From an optimization exercise on the open Yosys and OpenROAD flow, aimed at small area and a short achievable clock period; shortcuts taken in it are not production practice. Function was checked by simulation only, so behaviour that the tests miss may differ from the original. No activity file was given, so power comes from the tool's default toggle rates.

==> flow/design.v, too long to show whole: its modules and the start of the top module <==
// module ALU: 1273 lines
// module aoi222: 3 lines
// module aoi22: 3 lines
// module nand4g: 3 lines
// module nand2g: 3 lines
// module nor2g: 3 lines
// module and3g: 3 lines
// module nand3g: 3 lines
// module invg: 3 lines
// module and2g: 3 lines
// module or2g: 3 lines
// module xor2g: 3 lines
// module xnor2g: 3 lines
// module mux2g: 3 lines
// module aoi21g: 3 lines
// module oai21g: 3 lines
// module aoi22g: 3 lines
// module ohtail: 8 lines
// module onehot_mux32: 13 lines
// module onehot_mux31: 13 lines
// module rsel: 3 lines
// module maddr_dec: 29 lines
// module top_module: 97 lines
module top_module (
    input clk,rst_n,
    input [31:0] instr,
    output [31:0] pc,
    output signed [31:0] result
);
  // ...
==> flow/flow/run.sh <==
#!/bin/bash
# Layout: the standard ORFS flow (standard.sh, unchanged synthesis),
# with these changes to how the layout is built:
#  - timing repair aims for 6 ns of setup slack instead of 5;
#  - ports are buffered with buf_4 cells (resizable within the buf family)
#    instead of the delay cell buffer_ports picks by default;
#  - clock tree synthesis adds no dummy loads and clusters up to 20 flops
#    per clkbuf_16 leaf buffer.
# make's full output goes to flow_make.log here; ORFS keeps each step's log
# under orfs/logs/.
set -euo pipefail
bash standard.sh \
  "SETUP_SLACK_MARGIN=6" \
  "BUFFER_PORTS_ARGS=-buffer_cell sky130_fd_sc_hd__buf_4" \
  "CTS_ARGS=-sink_clustering_enable -repair_clock_nets -dont_use_dummy_load -buf_list sky130_fd_sc_hd__clkbuf_16 -sink_clustering_size 20 -sink_clustering_max_diameter 100" \
  finish > flow_make.log 2>&1
==> flow/standard.sh <==
#!/bin/bash
# synth_recipe.tcl (not shown) runs the flow's synth.tcl, then flattens the netlist and writes it again
# the make line also repeats each setting of config.mk as NAME=value (left out here)
make -C /OpenROAD-flow-scripts/flow DESIGN_CONFIG=/design/flow/config.mk WORK_HOME=/design/flow/orfs CLKGATE_MAP_FILE= SYNTH_SCRIPT=/design/flow/synth_recipe.tcl "${@:-finish}"
==> flow/config.mk <==
export PLATFORM = sky130hd
export DESIGN_NAME = top_module
export DESIGN_NICKNAME = top_module
export VERILOG_FILES = /design/flow/design.v
export SDC_FILE = /design/flow/constraint.sdc
export NUM_CORES = 4
export LEC_CHECK = 0
export CAP_MARGIN = 20
export CELL_PAD_IN_SITES_DETAIL_PLACEMENT = 1
export CORE_MARGIN = 2
export CORE_UTILIZATION = 45
export PLACE_DENSITY = 0.6
export SETUP_SLACK_MARGIN = 5
export SLEW_MARGIN = 20
export SYNTH_HIERARCHICAL = 1
==> flow/constraint.sdc <==
create_clock -name core_clock -period 16.0 [get_ports {clk}]
set_input_delay 3.2000 -clock core_clock [delete_from_list [all_inputs] [get_ports {clk}]]
set_output_delay 3.2000 -clock core_clock [all_outputs]
set_load 0.01 [all_outputs]
==> metrics.cfg, run 1 <==
[finish]
inverters_excl_clock=22
most_common_library_cell_in_the_layout_ignoring_fill_and_taps=edfxtp_1
layout-area-overhead-vs-synth_pct=16.03
reg.largest.list=m.d x1024, r.d x992, mvalid x32
nNonClkBuffers=431
registers.top_by_ff_count=m.d
num-nets-final=5783
num-multi-input-gates=3038
layout.area.top_class=registers

[setup_path]
r2r_cells=21
worst_r2r_end=r[3].d[17]
critical_path_slowest_stage_cell=a222oi_1

[timing]
number_of_setup_violations_in_the_final_report=0
period_share=0.6998
max_slew_margin=0.1933

[cts]
cts_resized=614
htree_levels=3
post_cts_hold_buffer_count=0

[power_and_ir_drop]
powerClk_mw=3.01
power_drawn_by_the_sequential_cells_mw=6.20
power.leakage_nw=32.54
pwr.group.combinational_mw=0.887
power.switching_mw=2.385
share_clk_of_total_power=0.298
ir_drop_mv=0.1065

[drt]
wire_per_inst_um=40.55
post-route-drc-count=0
drt-pass1-iter-count=13
wl_met1_mm=115.9

[placed_design]
detailedPlacementHpwl_mm=179.9
weighted_congestion_reported_at_the_end_of_routability_driven_placement=0.9557

[floorplan]
std_cell_rows=159
io_pins=98

[outcome]
outcome=no timing/DRC/antenna violations

[min_path]
hold_path.class=flop to flop

==> module maddr_dec, before the edit <==
module maddr_dec (input [4:0] a, input [4:0] b, output [31:0] dec);
    wire [3:0] oa_lo = 4'd1 << a[1:0];
    wire [3:0] ob_lo = 4'd1 << b[1:0];
    wire [7:0] oa_hi = 8'd1 << a[4:2];
    wire [7:0] ob_hi = 8'd1 << b[4:2];
    reg  [3:0] lo;
    reg  [7:0] hi0;
    integer j, k;
    always @(*) begin
        for (k = 0; k < 4; k = k + 1) begin
            lo[k] = 1'b0;
            for (j = 0; j < 4; j = j + 1)
                lo[k] = lo[k] | (oa_lo[j] & ob_lo[(k - j + 4) % 4]);
        end
        for (k = 0; k < 8; k = k + 1) begin
            hi0[k] = 1'b0;
            for (j = 0; j < 8; j = j + 1)
                hi0[k] = hi0[k] | (oa_hi[j] & ob_hi[(k - j + 8) % 8]);
        end
    end
    wire       c2 = (a[1] & b[1]) | ((a[1] | b[1]) & a[0] & b[0]);
    wire [7:0] hi = c2 ? {hi0[6:0], hi0[7]} : hi0;
    genvar i;
    generate
        for (i = 0; i < 32; i = i + 1) begin : d
            assign dec[i] = lo[i % 4] & hi[i / 4];
        end
    endgenerate
endmodule
==> module top_module, before the edit <==
module top_module (
    input clk,rst_n,
    input [31:0] instr,
    output [31:0] pc,
    output signed [31:0] result
);
    wire [5:0] op    = instr[31:26];
    wire [4:0] rs    = instr[25:21];
    wire [4:0] rt    = instr[20:16];
    wire [4:0] rd    = instr[15:11];
    wire [5:0] funct = instr[5:0];
    wire [31:0] imm  = {{16{instr[15]}}, instr[15:0]};
    wire is_r    = (op == 6'b000000);
    wire is_lw   = (op == 6'b100011);
    wire is_sw   = (op == 6'b101011);
    wire is_beq  = (op == 6'b000100);
    wire is_addi = (op == 6'b001000);
    wire is_j    = (op == 6'b000010);
    wire f_add = (funct == 6'b100000);
    wire f_sub = (funct == 6'b100010);
    wire f_or  = (funct == 6'b100101);
    wire f_slt = (funct == 6'b101010);
    wire r_and = is_r & ~(f_add | f_sub | f_or | f_slt);
    wire r_or  = is_r & f_or;
    wire r_slt = is_r & f_slt;
    wire sub    = is_beq | (is_r & (f_sub | f_slt));
    wire op_add = ~is_r | f_add | f_sub;
    wire alusrc = is_lw | is_sw | is_addi;
    reg  [29:0] PC;            
    assign pc = {PC, 2'b00};
    genvar i, b;
    wire [4:0]  wreg     = is_r ? rd : rt;
    wire        regwrite = is_r | is_lw | is_addi;
    wire [31:0] rwe      = (32'd1 << wreg) & {32{regwrite}} & 32'hFFFF_FFFE;
    reg  [31:0] rvalid;
    always @(posedge clk or negedge rst_n)
        if (!rst_n) rvalid <= 32'd0;
        else        rvalid <= rvalid | rwe;
    wire [31:0] sel1, sel1a, sel2;
    rsel dec1  (.a(rs), .valid(rvalid), .sel(sel1));
    rsel dec1a (.a(rs), .valid(rvalid), .sel(sel1a));
    rsel dec2  (.a(rt), .valid(rvalid), .sel(sel2));
    wire [31:0] rq [0:31];
    assign rq[0] = 32'd0;
    generate
        for (i = 1; i < 32; i = i + 1) begin : r
            reg  [31:0] d;
            always @(posedge clk)
                if (rwe[i]) d <= wdata;
            assign rq[i] = d;
        end
    endgenerate
    wire [31:0] RD1, RD2;
    wire [31:0] mdec;
    maddr_dec mad (.a(RD1[4:0]), .b(instr[4:0]), .dec(mdec));
    wire [31:0] mwe   = mdec & {32{is_sw}};
    reg  [31:0] mvalid;
    always @(posedge clk or negedge rst_n)
        if (!rst_n) mvalid <= 32'd0;
        else        mvalid <= mvalid | mwe;
    wire [31:0] msel = mdec & mvalid;
    wire [31:0] mq [0:31];
    generate
        for (i = 0; i < 32; i = i + 1) begin : m
            reg  [31:0] d;
            always @(posedge clk)
                if (mwe[i]) d <= RD2;
            assign mq[i] = d;
        end
    endgenerate
    wire [31:0] mrd;
    generate
        for (b = 0; b < 32; b = b + 1) begin : rp
            wire [31:1] rcol;
            wire [31:0] mcol;
            for (i = 0; i < 32; i = i + 1) begin : c
                if (i > 0) assign rcol[i] = rq[i][b];
                assign mcol[i] = mq[i][b];
            end
            onehot_mux31 p1 (.sel(b < 5 ? sel1a[31:1] : sel1[31:1]), .d(rcol), .y(RD1[b]));
            onehot_mux31 p2 (.sel(sel2[31:1]), .d(rcol), .y(RD2[b]));
            onehot_mux32 p3 (.sel(msel), .d(mcol), .y(mrd[b]));
        end
    endgenerate
    wire [31:0] wdata;
    wire        eq;
    ALU alu (.A(RD1), .RD2(RD2), .imm(imm), .mrd(mrd), .alusrc(alusrc), .nalusrc(~alusrc), .sub(sub),
             .c_mem(is_lw), .c_add(~is_lw & op_add), .c_and(r_and), .c_or(r_or),
             .c_slt(r_slt), .result(result), .wdata(wdata), .eq(eq));
    wire [29:0] pc4  = PC + 30'd1;
    wire [29:0] pcbr = PC + imm[29:0] + 30'd1;
    wire        take = is_beq & eq;
    wire [29:0] pcn  = is_j ? {pc4[29:26], instr[25:0]} : (take ? pcbr : pc4);
    always @(posedge clk or negedge rst_n)
        if (!rst_n) PC <= 30'd0;
        else        PC <= pcn;
endmodule
==> run 2: changes to the inputs <==
--- a/flow/design.v
+++ b/flow/design.v
@@ -1356,7 +1356,7 @@
 module rsel (input [4:0] a, input [31:0] valid, output [31:0] sel);
     assign sel = (32'd1 << a) & valid & 32'hFFFF_FFFE;
 endmodule
-module maddr_dec (input [4:0] a, input [4:0] b, output [31:0] dec);
+module maddr_dec (input [4:0] a, input [4:0] b, input [31:0] valid, output [31:0] dec);
     wire [3:0] oa_lo = 4'd1 << a[1:0];
     wire [3:0] ob_lo = 4'd1 << b[1:0];
     wire [7:0] oa_hi = 8'd1 << a[4:2];
@@ -1381,7 +1381,7 @@
     genvar i;
     generate
         for (i = 0; i < 32; i = i + 1) begin : d
-            assign dec[i] = lo[i % 4] & hi[i / 4];
+            assign dec[i] = lo[i % 4] & hi[i / 4] & valid[i];
         end
     endgenerate
 endmodule
@@ -1438,14 +1438,15 @@
         end
     endgenerate
     wire [31:0] RD1, RD2;
-    wire [31:0] mdec;
-    maddr_dec mad (.a(RD1[4:0]), .b(instr[4:0]), .dec(mdec));
-    wire [31:0] mwe   = mdec & {32{is_sw}};
+    wire [31:0] mdec, msel;
     reg  [31:0] mvalid;
+    maddr_dec mad (.a(RD1[4:0]), .b(instr[4:0]), .valid(mvalid), .dec(msel));
+    wire [4:0]  waddr = RD1[4:0] + instr[4:0];
+    assign mdec = 32'd1 << waddr;
+    wire [31:0] mwe   = mdec & {32{is_sw}};
     always @(posedge clk or negedge rst_n)
         if (!rst_n) mvalid <= 32'd0;
         else        mvalid <= mvalid | mwe;
-    wire [31:0] msel = mdec & mvalid;
     wire [31:0] mq [0:31];
     generate
         for (i = 0; i < 32; i = i + 1) begin : m
==> metrics.cfg, run 2 <==
[placed_design]
detailedPlacementHpwl_mm=177.3  ; -1.4%
postPlaceCellArea_um2=90610
weighted_congestion_reported_at_the_end_of_routability_driven_placement=0.9392  ; -1.7%
buffers_added_on_ports=95
place.detailed.instances=7881

[setup_path]
worst-endpoint-required_ps=12800
worstSetupPathType=input pin to output port
timing.critical_path.fanout_max=32
r2r_cells=49  ; +130%
worstPathArrival_ps=7920
r2r_slack_ps=7090
crit_path_end_kind=output port
worst_r2r_startpoint=rvalid[4]
crit_top_cell=buf_4
path_cells=buf_4 -> and3b_2 -> and3_2 -> buf_8 -> a222oi_1 -> nand4_1 -> nor2_4 -> nand2_8 -> xor2_1 -> nand2_1 -> nand2_2 -> xor2_4 -> buf_4 -> a21oi_4 -> o21ai_4 -> buf_4 -> xor2_1 -> nand2_1 -> nand3_2 -> buf_4
critical_path_slowest_stage_cell=xor2_1
kind_of_launch_point_of_the_worst_setup_path=input pin
cpPeakStageDelay_ps=500
worst_r2r_end=r[8].d[3]
crit_end=result[4]
critPathLaunch=instr[17]

[job]
max-cap-violations=0

[floorplan]
die_area_um2=192100
std_cell_rows=159  ; unchanged
core_region_area_um2=187600
die_x_um=438.3
die_height_um=438.3
effective_utilization_at_floorplan=0.4525
io_pins=98  ; unchanged

[drt]
vias_per_cell=7.256
detail_route.wirelength_mm=308.3
drt-pass1-iter-count=12  ; -1
detailroute.via_count=59655
drt-initial-drc-count=11380
wire_per_inst_um=37.49  ; -7.5%
post-route-drc-count=0  ; unchanged
route.antenna.remaining_nets=0

[timing]
clock-skew-final_ps=56.85
worst-slew-pin-transition_ps=999.3
hold_violations=0
number_of_setup_violations_in_the_final_report=0  ; unchanged
rsz0062_at_grt=yes
period_share=0.6952  ; -0.004641
timing.setup.tns_ps=0
max_slew_margin=0.3338  ; +0.1405
final-max-slew-violation-count=0
clock.fmax_mhz=89.91
clock_period_minus_worst_slack_ps=11120

[global_route]
grt_first_pass_wirelength_mm=431.4
number_of_antenna_violations_at_the_first_check_in_global_routing=2
gr-total-overflow=0
grt_usage=0.3096
number_of_global_route_vias_before_repair=60098
met3_usage=0.04651
grt-busiest-layer=met2
grt_start_max_net_pins=57
gr-usage-met1=0.3947
groute.layer.met2.usage=0.5207

[cts]
clock-sinks=2109
post_cts_hold_buffer_count=0  ; unchanged
clock_tree_root_buffer_cell=clkbuf_16
cts_inserted_buffers=118
clk_transition_reported_paths_ps=100
htree_levels=3  ; unchanged
clk_latency_ps=830
clock_path_buffers=3
cts_tree=done

[power_and_ir_drop]
power.leakage_nw=32.91  ; +1.1%
power.share.combinational=0.089
power.switching_mw=2.358  ; -1.1%
switching_share=0.2334
power.density_cell_area_nw_per_um2=102.3
ir_drop_mv=0.1003  ; -5.8%
share_clk_of_total_power=0.298  ; about the same
p_int_mw=7.743
share_seq_of_total_power=0.613

[synthesis]
synthCells=5152
post_synth.cell_area_avg_um2=16.48
syn_area_um2=84890
yosys_warnings=8

[finish]
most_common_library_cell_in_the_layout_ignoring_fill_and_taps=edfxtp_1
finalCoreUtilization=0.5263
final_area_um2=98730
mostFrequentLayoutCells=2016 x edfxtp_1, 960 x a222oi_1, 385 x nand2_1
reg.largest.list=m.d x1024, r.d x992, mvalid x32
final_cells=8222
nFillCells=17246
registers.top_by_ff_count=m.d
post_route_cells_drive_above_1_share=0.2272
largest_register_ff_count=1024
layout-area-overhead-vs-synth_pct=16.31
num-nets-final=5794  ; +0.19%

[min_path]
hold_path.class=flop to flop

[outcome]
outcome=no timing/DRC/antenna violations

## run 2: worst min path at each step
stage                 endpoint  depth (start not counted)        from
CTS                  mvalid[4]                          1   mvalid[4]
global route        mvalid[31]                          1  mvalid[31]
floorplan           mvalid[15]                          1  mvalid[15]
global placement    mvalid[23]                          1  mvalid[23]
detailed placement  mvalid[15]                          1  mvalid[15]
finish               mvalid[4]                          1   mvalid[4]
## run 2: layer usage
| metal | wire length [µm] | vias up |
|---|---|---|
| met5 | 29 | - |
| met4 | 16310 | 4 |
| met3 | 30660 | 814 |
| met2 | 150000 | 3957 |
| met1 | 111200 | 30988 |
| li1 | - | 23892 |
## run 2: power by group through the flow
stage / logic (mW) / clock network [mW] / registers, mW
4_1_cts: 0.845 / 3.04 / 6.19
5_1_grt: 0.958 / 3.19 / 6.20
6_report: 0.902 / 3.01 / 6.19
3_5_place_dp: 0.764 / 0 / 6.32
3_3_place_gp: 0.739 / 0 / 6.32
2_1_floorplan: 0.435 / 0 / 6.31
## run 2: critical path: cells and delay by family
kind                   cells  cell delay (ps)
AND/OR/NAND/NOR            9             2140
AO/OA/AOI/OAI              3              730
XOR/XNOR                   3              950
buffers and inverters      5              850
## run 2: per-stage QoR
step                      total power, mW  setup WS [ps]  hold WS [ps]
after floorplan                     6.741           6014         430.2
after global placement              7.059           3800         442.0
after detailed placement            7.083           3618         447.8
after CTS                           10.08           5194         473.2
after global routing                10.35           4892         492.8
final                               10.10           4877         473.4
## run 2: repair_timing
action | CTS | global route
setup endpoints to repair | 32 | 94
setup buffers | 133 | 49
hold endpoints to repair | 0 | 0
pin swaps | 254 | 144
cloned | 21 | 12
resized for setup | 570 | 89
## run 2: layout make-up
cell class / instances / area, µm² / area share
antenna: 5 / 12.51 / 0.0001267
clock buffer: 118 / 2953 / 0.02991
inverter: 27 / 101.3 / 0.001026
multi-input combinational: 3013 / 25310 / 0.2564
sequential: 2109 / 62870 / 0.6367
tap: 2495 / 3122 / 0.03162
timing repair buffer: 455 / 4367 / 0.04423
==> run 3: changes to the inputs <==
--- a/flow/config.mk
+++ b/flow/config.mk
@@ -6,10 +6,9 @@
 export NUM_CORES = 4
 export LEC_CHECK = 0
 export CAP_MARGIN = 20
-export CELL_PAD_IN_SITES_DETAIL_PLACEMENT = 1
 export CORE_MARGIN = 2
-export CORE_UTILIZATION = 45
-export PLACE_DENSITY = 0.6
+export CORE_UTILIZATION = 50
+export PLACE_DENSITY = 0.62
 export SETUP_SLACK_MARGIN = 5
 export SLEW_MARGIN = 20
 export SYNTH_HIERARCHICAL = 1
==> metrics.cfg, run 3 <==
[finish]
layout-area-overhead-vs-synth_pct=16.23  ; about the same
mostFrequentLayoutCells=2016 x edfxtp_1, 960 x a222oi_1, 375 x nand2_1
final_cells=7944  ; -3.4%
final_area_um2=98670  ; about the same
post_route_cells_drive_above_1_share=0.2302  ; +0.002971
largest_register_ff_count=1024  ; unchanged
nFillCells=12664  ; -27%
multi_input_area_um2=25410  ; +0.40%
reg.largest.list=m.d x1024, r.d x992, mvalid x32
num-nets-final=5794  ; unchanged
most_common_library_cell_in_the_layout_ignoring_fill_and_taps=edfxtp_1
ff_latch_area_um2=62870  ; unchanged
registers.top_by_ff_count=m.d

[drt]
route.antenna.remaining_nets=0  ; unchanged
detail_route.wirelength_mm=295.1  ; -4.3%
detailroute.via_count=58982  ; -1.1%
wire_per_inst_um=37.15  ; -0.92%
drt-initial-drc-count=12287  ; +8.0%
post-route-drc-count=0  ; unchanged
vias_per_cell=7.425  ; +2.3%
drt-pass1-iter-count=14  ; +2

[global_route]
grt_start_max_net_pins=62  ; +8.8%
met3_usage=0.05801  ; +0.01150
grt_first_pass_wirelength_mm=403.4  ; -6.5%
grt_usage=0.3241  ; +0.01457
gr-usage-met1=0.4202  ; +0.02547
gr-total-overflow=0  ; unchanged
number_of_global_route_vias_before_repair=56156  ; -6.6%
grt-busiest-layer=met2
groute.layer.met2.usage=0.5366  ; +0.01590
number_of_antenna_violations_at_the_first_check_in_global_routing=4  ; +2

[cts]
cts_tree=done
clock_tree_root_buffer_cell=clkbuf_16
clk_latency_ps=800  ; -30 ps
clk_transition_reported_paths_ps=80  ; -20 ps
htree_levels=3  ; unchanged
clock_path_buffers=3  ; unchanged
cts_inserted_buffers=116  ; -1.7%
clock-sinks=2109  ; unchanged

[power_and_ir_drop]
power.leakage_nw=33.04  ; +0.40%
ir_drop_mv=0.1117  ; +11%
final_total_power_mw=10.00  ; -1.0%
power.density_cell_area_nw_per_um2=101.4  ; -0.93%

[min_path]
hold_end=mvalid[26]
hold_path.class=flop to flop
hold-path-cell-count=1  ; unchanged
timing.hold.worst.start=mvalid[26]

[outcome]
outcome=no timing/DRC/antenna violations

[setup_path]
worst_r2r_end=r[9].d[3]
timing.critical_path.fanout_max=8  ; -75%
r2r_slack_ps=7490  ; +400 ps
worstSetupPathType=input pin to output port
r2r_cells=47  ; -4.1%
worstPathArrival_ps=7630  ; -290 ps
crit_path_end_kind=output port
worst-endpoint-required_ps=12800  ; about the same
kind_of_launch_point_of_the_worst_setup_path=input pin
worst_r2r_startpoint=rvalid[6]

[synthesis]
syn_area_um2=84890  ; unchanged
post_synth.cell_area_avg_um2=16.48  ; unchanged
yosys_warnings=8  ; unchanged
synthCells=5152  ; unchanged

[timing]
max_slew_margin=0.2440  ; -0.08983
number_of_setup_violations_in_the_final_report=0  ; unchanged
final-max-slew-violation-count=0  ; unchanged
rsz0062_at_grt=yes
clock-skew-final_ps=75.10  ; +18.25 ps
clock.fmax_mhz=92.34  ; +2.7%
timing.setup.tns_ps=0  ; unchanged
period_share=0.6768  ; -0.01836
hold_violations=0  ; unchanged
worst-slew-pin-transition_ps=1131  ; +131.6 ps
clock_period_minus_worst_slack_ps=10830  ; -293.8 ps

[floorplan]
die_height_um=416.0  ; -5.1%
std_cell_rows=151  ; -5.0%
die_area_um2=173100  ; -9.9%
io_pins=98  ; unchanged
effective_utilization_at_floorplan=0.5020  ; +0.04953
die_x_um=416.0  ; -5.1%
core_region_area_um2=169100  ; -9.9%

[placed_design]
weighted_congestion_reported_at_the_end_of_routability_driven_placement=0.9843  ; +4.8%
place.detailed.instances=7604  ; -3.5%
detailedPlacementHpwl_mm=161.4  ; -9.0%
buffers_added_on_ports=95  ; unchanged
postPlaceCellArea_um2=90270  ; -0.38%

[job]
max-cap-violations=0  ; unchanged

## run 3: area by class of cell
class                      count  area share
inverter                      27    0.001027
sequential                  2109      0.6372
antenna                        4   0.0001014
tap                         2218     0.02813
clock buffer                 116     0.02942
multi-input combinational   3009      0.2576
timing repair buffer         461     0.04659
## run 3: stage by stage
| step | hold slack [ps] | setup slack [ps] | utilization |
|---|---|---|---|
| global placement | 442.4 | 3854 | 0.5337 |
| detailed placement | 446.0 | 3783 | 0.5338 |
| global route | 480.0 | 5098 | 0.5834 |
| finish | 471.7 | 5171 | 0.5835 |
| floorplan | 430.2 | 6014 | - |
| CTS | 471.3 | 5374 | 0.5757 |
## run 3: power by group
| part | total (mW) | internal (mW) | switching [mW] |
|---|---|---|---|
| Combinational | 0.856 | 0.298 | 0.558 |
| Clock | 2.95 | 1.28 | 1.67 |
| Sequential | 6.19 | 6.13 | 0.0564 |
## run 3: layer usage
layer	share of wire	wire length [µm]	vias up
met5	0.000044	13	-
met2	0.48	141000	4245
met4	0.054	16010	2
met3	0.11	33660	835
met1	0.35	104400	29992
li1	-	-	23908
## run 3: repair_timing
| item | CTS | global route |
|---|---|---|
| setup endpoints to repair | 32 | 94 |
| cloned | 19 | 21 |
| setup buffers | 151 | 29 |
| hold buffers | 0 | 0 |
| pin swaps | 266 | 178 |
| gates resized for setup | 589 | 118 |
## run 3: worst max-delay path by stage
stage                         start    endpoint  slack (ps)  cells after the start
after detailed placement  instr[19]  result[15]        3780                     19
final                     instr[21]  result[15]        5170                     21
after floorplan           instr[24]   result[0]        6010                     17
after global routing      instr[18]  result[19]        5100                     22
after global placement    instr[19]  result[31]        3850                     21
after CTS                 instr[21]  result[17]        5370                     21
## run 3: worst max-delay path, stage by stage
cell and delay [ps]:
buf_12 110, nor3b_2 170, and3_1 280, a222oi_1 520
nand4_1 250, nor2_4 320, nand2_8 140, o211ai_1 230
buf_4 170, a22oi_2 90, o2bb2ai_4 180, and3_4 270
buf_12 150, buf_16 150, a222oi_1 420, nand4_1 180
nor2_2 230, nand2_1 110, nand2_2 130, nand3_4 140
buf_6 150
==> run 4: changes to the inputs <==
--- a/flow/config.mk
+++ b/flow/config.mk
@@ -7,8 +7,8 @@
 export LEC_CHECK = 0
 export CAP_MARGIN = 20
 export CORE_MARGIN = 2
-export CORE_UTILIZATION = 50
-export PLACE_DENSITY = 0.62
+export CORE_UTILIZATION = 55
+export PLACE_DENSITY = 0.66
 export SETUP_SLACK_MARGIN = 5
 export SLEW_MARGIN = 20
 export SYNTH_HIERARCHICAL = 1
==> metrics.cfg, run 4 <==
[drt]
route.top_layer_used=met5
met2_wirelength_mm=139.7  ; -0.94%
drt-pass1-iter-count=11  ; -3
wire_length_on_met3_mm=36.45  ; +8.3%
post-route-drc-count=0  ; unchanged
detailroute.via_count=59398  ; +0.71%
wire_per_inst_um=38.42  ; +3.4%
drt-initial-drc-count=12813  ; +4.3%
detail_route.wirelength_mm=295.7  ; +0.22%
wl_met1_mm=100.8  ; -3.4%
vias_per_cell=7.716  ; +3.9%
route.antenna.remaining_nets=0  ; unchanged

[min_path]
hold_path.class=flop to flop

[floorplan]
std_cell_rows=144  ; -4.6%
core_region_area_um2=153700  ; -9.1%
io_pins=98  ; unchanged
die_area_um2=157500  ; -9.0%
die_height_um=396.9  ; -4.6%
effective_utilization_at_floorplan=0.5523  ; +0.05032
die_x_um=396.9  ; -4.6%

[global_route]
grt_first_pass_wirelength_mm=408.1  ; +1.2%
gr-total-overflow=0  ; unchanged
grt_start_max_net_pins=60  ; -3.2%
grt_usage=0.3632  ; +0.03909
number_of_antenna_violations_at_the_first_check_in_global_routing=9  ; +5
number_of_global_route_vias_before_repair=56483  ; +0.58%

[setup_path]
worst-endpoint-required_ps=12800  ; about the same
crit_path_end_kind=output port
worstSetupPathType=input pin to output port
worstPathArrival_ps=7900  ; +270 ps
kind_of_launch_point_of_the_worst_setup_path=input pin
timing.critical_path.fanout_max=32  ; +24

[power_and_ir_drop]
power.density_cell_area_nw_per_um2=102.5  ; +1.1%
power.leakage_nw=32.53  ; -1.5%
ir_drop_mv=0.1089  ; -2.4%

[timing]
worst-slew-pin-transition_ps=1094  ; -36.59 ps
max_slew_margin=0.2705  ; +0.02651
hold_violations=0  ; unchanged
final-max-slew-violation-count=0  ; unchanged
whs_ps=463.5  ; -8.291 ps
clock_period_minus_worst_slack_ps=11100  ; +266.8 ps
number_of_setup_violations_in_the_final_report=0  ; unchanged
timing.setup.tns_ps=0  ; unchanged
period_share=0.6935  ; +0.01668
clock-skew-final_ps=58.36  ; -16.74 ps
clock.fmax_mhz=90.12  ; -2.4%
rsz0062_at_grt=yes

[synthesis]
yosys_warnings=8  ; unchanged
synthCells=5152  ; unchanged
post_synth.cell_area_avg_um2=16.48  ; unchanged
syn_area_um2=84890  ; unchanged

[placed_design]
weighted_congestion_reported_at_the_end_of_routability_driven_placement=0.9514  ; -3.3%
detailedPlacementHpwl_mm=163.8  ; +1.5%
postPlaceCellArea_um2=90010  ; -0.29%
buffers_added_on_ports=95  ; unchanged
place.detailed.instances=7419  ; -2.4%

[outcome]
outcome=no timing/DRC/antenna violations

[cts]
clk_transition_reported_paths_ps=80  ; about the same
htree_levels=3  ; unchanged
clock_tree_root_buffer_cell=clkbuf_16
cts_inserted_buffers=115  ; -0.86%
clock-sinks=2109  ; unchanged
clk_latency_ps=800  ; about the same
cts_tree=done
clock_path_buffers=3  ; unchanged

[job]
max-cap-violations=0  ; unchanged

[finish]
reg.largest.list=m.d x1024, r.d x992, mvalid x32
most_common_library_cell_in_the_layout_ignoring_fill_and_taps=edfxtp_1
mostFrequentLayoutCells=2016 x edfxtp_1, 960 x a222oi_1, 379 x nand2_1
num-nets-final=5723  ; -1.2%
final_cells=7698  ; -3.1%
registers.top_by_ff_count=m.d
layout-area-overhead-vs-synth_pct=14.84
post_route_cells_drive_above_1_share=0.2159  ; -0.01427
largest_register_ff_count=1024  ; unchanged
final_area_um2=97480  ; -1.2%

run 4: cell types whose count changed in the layout (fill, tap and decap cells not counted), moves of 7 or more:
cell / before / now
nor2_4: 118 / 101
and3_1: 132 / 139
clkbuf_16: 133 / 118
nor2_2: 43 / 51
and3_2: 46 / 33
o21ai_1: 31 / 40
buf_4: 351 / 289
o21ai_2: 19 / 10
buf_6: 39 / 30
nor2_1: 101 / 110
and3_4: 32 / 62
nand2_4: 21 / 13
run 4: path summary, 6_finish.rpt:
check | startpoint | endpoint | slack, ps | depth (start not counted)
setup / recovery | instr[21] | result[0] | 4900 | 20
hold / removal | mvalid[5] | mvalid[5] | 460 | 1
setup reg to reg | rvalid[1] | PC[20] | 9880 | 20
hold reg to reg | mvalid[5] | mvalid[5] | 460 | 1
max in group asynchronous | rst_n | PC[0] | 12300 | 2
min in group asynchronous | rst_n | rvalid[1] | 2410 | 1
run 4: layout make-up:
type	instances	area [µm²]
tap	2044	2557
timing repair buffer	372	3596
clock buffer	115	2878
antenna	3	7.507
fill	10950	56200
sequential	2109	62870
inverter	27	101.3
multi-input combinational	3028	25480
run 4: critical path: stages:
cell and delay [ps]:
buf_12 120, and3b_2 250, and3_4 210, a222oi_1 370, nand4_1 410, nor2_4 330
nand2_4 150, and2_4 180, buf_6 110, a211oi_4 270, o21a_4 260, nor3_4 60
buf_8 210, a222oi_1 440, nand4_1 200, nor2_4 220, nand2_2 120, nand2_2 80
nand4_1 370, buf_4 290
run 4: per-layer routing:
layer | up-vias | GRT usage
met5 | - | 0
met4 | 8 | 0.1920
met3 | 1003 | 0.07364
met2 | 4680 | 0.5867
met1 | 29881 | 0.4662
li1 | 23826 | -
run 4: metrics by stage:
step                utilization  worst slack (ps)  power, mW
floorplan                     -              6014      6.741
global placement         0.5853              3696      7.051
detailed placement       0.5856              3665      7.062
CTS                      0.6260              5184      9.957
global route             0.6343              4942      10.26
finish                   0.6343              4904      9.989
run 4: where the power goes:
group	switching, mW	total [mW]	internal (mW)	leakage, nW
Combinational	0.574	0.866	0.292	10.7
Sequential	0.0622	6.20	6.13	20.4
Clock	1.66	2.93	1.27	1.42
Total	2.29	9.99	7.70	32.5
run 4: what timing repair did:
action / in CTS / in global routing
gates cloned: 34 / 9
hold buffers: 0 / 0
buffers inserted: 73 / 44
pin swaps: 177 / 176
endpoints found under the setup margin: 32 / 32
resized for setup: 508 / 141
==> run 5: changes to the inputs <==
--- a/flow/design.v
+++ b/flow/design.v
@@ -1353,6 +1353,34 @@
     nand2g ux (.a(sel[31]), .b(d[31]), .y(nx));
     ohtail t (.n(n), .nx(nx), .y(y));
 endmodule
+module or8 (input [7:0] s, input [7:0] d, output y);
+    assign y = |(s & d);
+endmodule
+module or7 (input [6:0] s, input [6:0] d, output y);
+    assign y = |(s & d);
+endmodule
+module onehot_mux32f (input [31:0] sel, input [31:0] d, output y);
+    wire [3:0] h;
+    wire [1:0] t;
+    or8    g0 (.s(sel[7:0]),   .d(d[7:0]),   .y(h[0]));
+    or8    g1 (.s(sel[15:8]),  .d(d[15:8]),  .y(h[1]));
+    or8    g2 (.s(sel[23:16]), .d(d[23:16]), .y(h[2]));
+    or8    g3 (.s(sel[31:24]), .d(d[31:24]), .y(h[3]));
+    nor2g  u0 (.a(h[0]), .b(h[1]), .y(t[0]));
+    nor2g  u1 (.a(h[2]), .b(h[3]), .y(t[1]));
+    nand2g u2 (.a(t[0]), .b(t[1]), .y(y));
+endmodule
+module onehot_mux31f (input [31:1] sel, input [31:1] d, output y);
+    wire [3:0] h;
+    wire [1:0] t;
+    or8    g0 (.s(sel[8:1]),   .d(d[8:1]),   .y(h[0]));
+    or8    g1 (.s(sel[16:9]),  .d(d[16:9]),  .y(h[1]));
+    or8    g2 (.s(sel[24:17]), .d(d[24:17]), .y(h[2]));
+    or7    g3 (.s(sel[31:25]), .d(d[31:25]), .y(h[3]));
+    nor2g  u0 (.a(h[0]), .b(h[1]), .y(t[0]));
+    nor2g  u1 (.a(h[2]), .b(h[3]), .y(t[1]));
+    nand2g u2 (.a(t[0]), .b(t[1]), .y(y));
+endmodule
 module rsel (input [4:0] a, input [31:0] valid, output [31:0] sel);
     assign sel = (32'd1 << a) & valid & 32'hFFFF_FFFE;
 endmodule
@@ -1465,9 +1493,9 @@
                 if (i > 0) assign rcol[i] = rq[i][b];
                 assign mcol[i] = mq[i][b];
             end
-            onehot_mux31 p1 (.sel(b < 5 ? sel1a[31:1] : sel1[31:1]), .d(rcol), .y(RD1[b]));
+            onehot_mux31f p1 (.sel(b < 5 ? sel1a[31:1] : sel1[31:1]), .d(rcol), .y(RD1[b]));
             onehot_mux31 p2 (.sel(sel2[31:1]), .d(rcol), .y(RD2[b]));
-            onehot_mux32 p3 (.sel(msel), .d(mcol), .y(mrd[b]));
+            onehot_mux32f p3 (.sel(msel), .d(mcol), .y(mrd[b]));
         end
     endgenerate
     wire [31:0] wdata;
==> flow/flow/run.sh (replaced) <==
#!/bin/bash
# Layout: the standard ORFS flow (standard.sh, unchanged synthesis),
# with these changes to how the layout is built:
#  - timing repair aims for 6 ns of setup slack instead of 5;
#  - ports are buffered with buf_4 cells (resizable within the buf family)
#    instead of the delay cell buffer_ports picks by default;
#  - clock tree synthesis adds no dummy loads;
#  - the clock tree is built from clkbuf_8 cells.
# make's full output goes to flow_make.log here; ORFS keeps each step's log
# under orfs/logs/.
set -euo pipefail
bash standard.sh \
  "SETUP_SLACK_MARGIN=6" \
  "BUFFER_PORTS_ARGS=-buffer_cell sky130_fd_sc_hd__buf_4" \
  "CTS_ARGS=-sink_clustering_enable -repair_clock_nets -dont_use_dummy_load -buf_list sky130_fd_sc_hd__clkbuf_8" \
  finish > flow_make.log 2>&1
--- a/flow/config.mk
+++ b/flow/config.mk
@@ -7,8 +7,8 @@
 export LEC_CHECK = 0
 export CAP_MARGIN = 20
 export CORE_MARGIN = 2
-export CORE_UTILIZATION = 55
-export PLACE_DENSITY = 0.66
+export CORE_UTILIZATION = 50
+export PLACE_DENSITY = 0.62
 export SETUP_SLACK_MARGIN = 5
 export SLEW_MARGIN = 20
 export SYNTH_HIERARCHICAL = 1
==> metrics.cfg, run 5 <==
[setup_path]
kind_of_launch_point_of_the_worst_setup_path=input pin
crit_path_end_kind=output port
crit_top_cell=buf_12
timing.critical_path.fanout_max=7  ; -78%
path_cells=buf_12 -> and3b_2 -> and3_4 -> buf_12 -> a222oi_1 -> nand4_1 -> nor2_2 -> nand2_2 -> buf_12 -> xor2_1 -> nand2_1 -> nand2_4 -> xor2_4 -> buf_12 -> a21oi_4 -> o21ai_4 -> a21oi_2 -> buf_4 -> o21ai_4 -> a21oi_2 -> xnor2_1 -> nand2_1 -> nand3_4 -> buf_6
cpPeakStageDelay_ps=930  ; +490 ps
worstSetupPathType=input pin to output port
critical_path_slowest_stage_cell=a222oi_1
worstPathArrival_ps=7810  ; -90 ps
worst-endpoint-required_ps=12800  ; about the same

[drt]
detail_route.wirelength_mm=313.6  ; +6.0%
vias_per_cell=7.192  ; -6.8%
wire_per_inst_um=35.79  ; -6.8%
detailroute.via_count=63014  ; +6.1%
drt-pass1-iter-count=14  ; +3
drt-initial-drc-count=10974  ; -14%
route.antenna.remaining_nets=0  ; unchanged
post-route-drc-count=0  ; unchanged

[global_route]
grt_usage=0.3449  ; -0.01836
grt_first_pass_wirelength_mm=433.0  ; +6.1%
gr-total-overflow=0  ; unchanged
gr-usage-met1=0.4467  ; -0.01945
number_of_antenna_violations_at_the_first_check_in_global_routing=6  ; -3
met3_usage=0.08575  ; +0.01211
number_of_global_route_vias_before_repair=60247  ; +6.7%
grt_start_max_net_pins=58  ; -3.3%
grt-busiest-layer=met2
groute.layer.met2.usage=0.5432  ; -0.04343

[timing]
final-max-slew-violation-count=0  ; unchanged
clock-skew-final_ps=102.4  ; +43.99 ps
worst-slew-pin-transition_ps=1054  ; -39.93 ps
clock.fmax_mhz=90.85  ; +0.81%
max_slew_margin=0.2971  ; +0.02662
period_share=0.6879  ; -0.005581
hold_violations=0  ; unchanged
clock_period_minus_worst_slack_ps=11010  ; -89.29 ps
number_of_setup_violations_in_the_final_report=0  ; unchanged
timing.setup.tns_ps=0  ; unchanged
rsz0062_at_grt=yes

[finish]
mostFrequentLayoutCells=2016 x edfxtp_1, 943 x a22oi_1, 355 x clkbuf_8
most_common_library_cell_in_the_layout_ignoring_fill_and_taps=edfxtp_1
registers.top_by_ff_count=m.d
layout-area-overhead-vs-synth_pct=20.10
largest_register_ff_count=1024  ; unchanged
final_cells=8762  ; +14%
num-nets-final=6515  ; +14%
post_route_cells_drive_above_1_share=0.2575  ; +0.04160
final_area_um2=103400  ; +6.1%
reg.largest.list=m.d x1024, r.d x992, mvalid x32

[placed_design]
place.detailed.instances=8148  ; +9.8%
buffers_added_on_ports=95  ; unchanged
postPlaceCellArea_um2=91860  ; +2.1%
detailedPlacementHpwl_mm=179.3  ; +9.4%
weighted_congestion_reported_at_the_end_of_routability_driven_placement=1.004  ; +5.5%

[power_and_ir_drop]
share_seq_of_total_power=0.561  ; -0.059
power.leakage_nw=35.28  ; +8.4%
share_clk_of_total_power=0.351  ; +0.058
power.share.combinational=0.088  ; about the same
power.density_cell_area_nw_per_um2=106.9  ; +4.3%
ir_drop_mv=0.09588  ; -12%
p_int_mw=8.450  ; +9.8%
power.switching_mw=2.605  ; +14%
switching_share=0.2357  ; +0.006055

[min_path]
hold_path.class=flop to flop

[cts]
htree_levels=5  ; +2
clk_latency_ps=1090  ; +290 ps
clock_tree_root_buffer_cell=clkbuf_8
cts_tree=done
clk_transition_reported_paths_ps=50  ; -30 ps
clock-sinks=2109  ; unchanged
clock_path_buffers=4  ; +1
post_cts_hold_buffer_count=0  ; unchanged
cts_inserted_buffers=354  ; +210%

[synthesis]
syn_area_um2=86090  ; +1.4%
yosys_warnings=8  ; unchanged
synthCells=5568  ; +8.1%
post_synth.cell_area_avg_um2=15.46  ; -6.2%

[floorplan]
die_area_um2=175500  ; +11%
core_region_area_um2=171400  ; +11%
die_x_um=418.9  ; +5.6%
std_cell_rows=152  ; +5.6%
die_height_um=418.9  ; +5.6%
io_pins=98  ; unchanged
effective_utilization_at_floorplan=0.5024  ; -0.04994

[job]
max-cap-violations=0  ; unchanged

[outcome]
outcome=no timing/DRC/antenna violations

## run 5: through the flow
stage	utilization	hold slack (ps)	total power [mW]	setup slack, ps
floorplan	-	430.2	6.740	6002
global placement	0.5357	442.7	7.072	3890
detailed placement	0.5361	446.7	7.085	3788
CTS	0.5954	460.8	11.02	5378
global route	0.6034	474.0	11.37	4968
finish	0.6034	456.6	11.05	4993
## run 5: path summary, 6_finish.rpt
| check | start | slack [ps] | to | cells past startpoint |
|---|---|---|---|---|
| hold / removal | mvalid[4] | 460 | mvalid[4] | 1 |
| setup reg to reg | rvalid[13] | 7900 | r[5].d[3] | 53 |
| setup / recovery | instr[19] | 4990 | result[27] | 24 |
| max in group asynchronous | rst_n | 12600 | rvalid[23] | 2 |
| hold reg to reg | mvalid[4] | 460 | mvalid[4] | 1 |
| min in group asynchronous | rst_n | 2130 | PC[2] | 1 |
## run 5: area by class of cell
type                    count  area (µm²)
diodes                      9       22.52
well taps                2310        2890
inverters                  27       101.3
clock buffers             354        4872
flip-flops and latches   2109       62870
repair buffers            532        5680
fillers                 12804       67960
multi-input cells        3421       26960
## run 5: repair_timing
action,in CTS,in global routing
buffers inserted,167,56
cloned,20,8
setup endpoints to repair,32,63
gates resized for setup,759,162
pin swaps,224,121
## run 5: routing by layer
layer / wire (µm) / up-vias
met5: 52 / -
met4: 18250 / 2
met3: 38180 / 1082
met2: 144600 / 4927
met1: 112500 / 31649
li1: - / 25354
## run 5: power groups by stage
stage                     Sequential, mW  Combinational, mW  Clock (mW)
after floorplan                     6.31              0.434           0
final                               6.20              0.975        3.88
after global placement              6.31              0.760           0
after CTS                           6.20              0.907        3.91
after global routing                6.20               1.03        4.13
after detailed placement            6.31              0.775           0
## run 5: critical path, delay by kind of cell
kind,cells,cell delay [ps]
compound gates,6,1670
buf+inv,6,830
xor+xnor,3,460
simple gates,9,1630

==> what the ideal ports hide <==
In the flow no input, the clock included, has a driving cell. The finished layouts below were timed again as built, in two steps. Step 1 assumes that a clkbuf_16 drives the clock port and a buf_2 every other input. Step 2 moves the port delays by t, midway between the first and last clock arrival at a register: inputs arrive t later, outputs are due t later. That takes back most of the time a late clock gives input paths. a / b / c = no drivers / after step 1 / after step 2; a / b = the first two.
run	t, ns	setup WS [ns]	worst setup path after step 2	latest minus earliest clock arrival (ns)	cell pins on the clock port's net
run 1	0.861	4.803 / 4.679 / 4.679	input to output	0.086 / 0.086	1
run 2	0.891	4.877 / 4.828 / 4.031	input to register	0.057 / 0.057	1
run 3	0.851	5.171 / 5.046 / 4.279	input to register	0.075 / 0.075	1
run 4	0.849	4.904 / 4.768 / 4.768	input to output	0.067 / 0.067	1
run 5	1.123	4.993 / 4.928 / 4.729	input to register	0.114 / 0.114	1
After both steps setup and hold are still met in every run listed. For run 3, which loses most, drivers alone change the setup slack by -0.125 ns; drivers and shift together by -0.892 ns.
